Source: an optimization exercise on an open RTL-to-GDS flow (aim: small area). Production flows keep margins and buffers that such runs may drop. In this exercise RTL edits were held to simulation tests only and were not proved equivalent to the original.

== branch umber ==
Design xc3s_uart, start of the top module:
module xc3s_uart(
    input  wire CLK_50M,  
    input  wire ARST,  
    input wire UART_RX,  
    output wire UART_TX,  
    input wire UART_RX_A,  
    output wire UART_TX_A,  
    input wire [2:0] BTN,
    input wire [7:0] SWT,
    output wire [7:0] LED,
    output wire [3:0] SSG_AN_n,  
    output wire [6:0] SSG_n,  
    output wire SSG_DP_n  
    );
Size in the first run: about 820 cells after synthesis, ~230 flip-flops, roughly 37 I/O pins, ~8700 um2 of cells after synthesis.
Settings: LEC_CHECK=0, CAP_MARGIN=20, CORE_MARGIN=2, CORE_UTILIZATION=40, PLACE_DENSITY=0.85, SLEW_MARGIN=20; clock period 20.0 ns.
standard.sh (not shown) runs the stock make flow with config.mk's settings and CLKGATE_MAP_FILE= SYNTH_SCRIPT=/design/flow/synth_recipe.tcl, a recipe that flattens the netlist after the stock synthesis.
==> flow/flow/run.sh <==
#!/bin/bash
# The standard layout (standard.sh), with three changes to how it is made:
# - synthesis leaves adders to ABC (no half/full adder cell extraction) and
#   maps the logic with an area-oriented ABC script (flow/abc.script: &deepsyn,
#   then delay-relaxed &nf), in place of ORFS's abc_speed.script;
# - port buffers are buf_1 cells;
# - the clock tree uses clkbuf_4 cells in clusters of up to 10 sinks, without
#   dummy loads.
set -euo pipefail
rm -rf scripts_abc
cp -r "$FLOW_HOME/scripts" scripts_abc
cp flow/abc.script scripts_abc/abc_speed.script
export BUFFER_PORTS_ARGS="-buffer_cell sky130_fd_sc_hd__buf_1"
export CTS_ARGS="-sink_clustering_enable -repair_clock_nets -dont_use_dummy_load -buf_list sky130_fd_sc_hd__clkbuf_4 -sink_clustering_size 10 -sink_clustering_max_diameter 60"
ADDER_MAP_FILE= SCRIPTS_DIR="$PWD/scripts_abc" bash standard.sh synth > synth.log 2>&1
bash standard.sh > layout.log 2>&1
==> flow/flow/abc.script <==
&get -n
&st
&deepsyn -T 30
&dch -f
&nf -R 1000 -p -F 8 -A 4
&put
topo
stime -c
dnsize -c
diff inputs: branch umber => branch willow
--- a/flow/design.v
+++ b/flow/design.v
@@ -108,15 +108,15 @@
 endmodule  
 `resetall
 `timescale 1ns / 1ps
 `default_nettype none
 module uart_io (
     input  wire clk,
     input  wire rst,  
-    output reg  [4:0] io_rx_d,  
+    output wire [4:0] io_rx_d,  
     output reg  io_rx_dv,
     output wire rx_fifo_nz,
     input  wire [7:0] io_tx_d,
     input  wire io_tx_dv,
     output wire io_tx_dr,
     input  wire [7:0] rx_d,
     input  wire rx_dv,
@@ -129,14 +129,15 @@
 localparam [7:0] CR = 8'h0D;
 localparam [7:0] LF = 8'h0A;
 localparam [7:0] XON = 8'h11;
 localparam [7:0] XOFF = 8'h13;
 localparam [7:0] SPACE = 8'h20;
 reg [4:0] fifo [0:7];
 reg [3:0] rx_count;  
+assign io_rx_d = fifo[0];
 reg rx_enable;
 reg [2:0] tx_count;  
 reg tx_bs;
 reg tx_space;
 reg tx_xon;
 reg tx_next;  
 wire tx_prompt = ~( tx_count[2] & tx_count[1] );
@@ -155,14 +156,19 @@
     3'd4 : prompt_d = "S";
     default : prompt_d = ">";
     endcase
 end
 integer i;
 always @(posedge clk) begin
     io_rx_dv <= 0;
+    if ( io_rx_dv ) begin
+        for ( i = 0; i < 7; i = i + 1 ) begin
+            fifo[i] <= fifo[i+1];
+        end
+    end
     if ( rx_dv ) begin
         if ( |rx_d[7:5] ) begin  
             if ( !rx_count[3] ) begin
                 fifo[rx_count[2:0]] <= rx_hex;
                 rx_count <= rx_count + 4'd1;
             end
         end
@@ -180,19 +186,15 @@
             tx_xon <= 1;
         end
         if ( XOFF == rx_d ) begin
             tx_xon <= 0;
         end
     end else if ( rx_fifo_nz ) begin
         if ( rx_enable ) begin
-            io_rx_d <= fifo[0];
             io_rx_dv <= 1;
-            for ( i = 0; i < 7; i = i + 1 ) begin
-                fifo[i] <= fifo[i+1];
-            end
             rx_count <= rx_count - 4'd1;
         end
     end else begin
         rx_enable <= 0;  
     end
     if ( tx_dr ) begin
         if ( tx_prompt ) begin
@@ -274,20 +276,18 @@
     output wire [7:0] LED,
     output wire [3:0] SSG_AN_n,  
     output wire [6:0] SSG_n,  
     output wire SSG_DP_n  
     );
 localparam [7:0] CR = 8'h0D;
 wire clk = CLK_50M;
-reg [2:0] rst_delay;  
-wire rst = ~rst_delay[2];
+reg [3:0] rst_delay;
+wire rst = ~&rst_delay;
 always @(posedge clk) begin
-    if ( !rst_delay[2] ) begin
-        rst_delay <= rst_delay + 3'd1;
-    end
+    rst_delay <= {rst_delay[2:0], 1'b1};
     if ( ARST ) begin
         rst_delay <= 0;
     end
 end
 wire [7:0] uart1_rx_d;
 wire uart1_rx_dv;
 wire [7:0] uart1_tx_d;
Cmp branch willow vs branch umber: cell count after synthesis higher in branch willow. branch willow closes out successfully: all stages finished, all timing, DRC and antenna checks passed. branch willow: worst path setup slack after routing is 32 ps lower than what branch umber reported. Comparing total vias in the final route for branch umber and branch willow, the bigger number came from branch willow. branch willow vs branch umber: first-pass GRT wire length up. The overall die height in branch willow was lower than what branch umber gave. Diff branch umber..branch willow | number of clock buffers inserted by TritonCTS | unchanged. Summary — area after synthesis, branch willow relative to branch umber: lower, by about 1%. In branch willow, sum of net half-perimeters after detailed placement is higher than in branch umber.

-- afterwards: timing with drivers on the ports --
In the flow no input, the clock included, has a driving cell. The finished layouts below were timed again as built, in two steps. Step 1 assumes that a clkbuf_16 drives the clock port and a buf_2 every other input. Step 2 moves the port delays by t, midway between the first and last clock arrival at a register: inputs arrive t later, outputs are due t later. That takes back most of the time a late clock gives input paths. Slacks: no drivers / after step 1 / after step 2; pairs: no drivers / after step 1.
run | t (ns) | setup slack, ns | clock arrival spread, ns
branch umber | 0.651 | 11.565 / 11.542 / 11.542 | 0.060 / 0.059
branch willow | 0.633 | 11.533 / 11.513 / 11.513 | 0.105 / 0.105
After both steps setup and hold are still met in every run listed. The setup slack of branch umber, which loses most, moves by -0.023 ns with the drivers and by -0.023 ns with both steps.
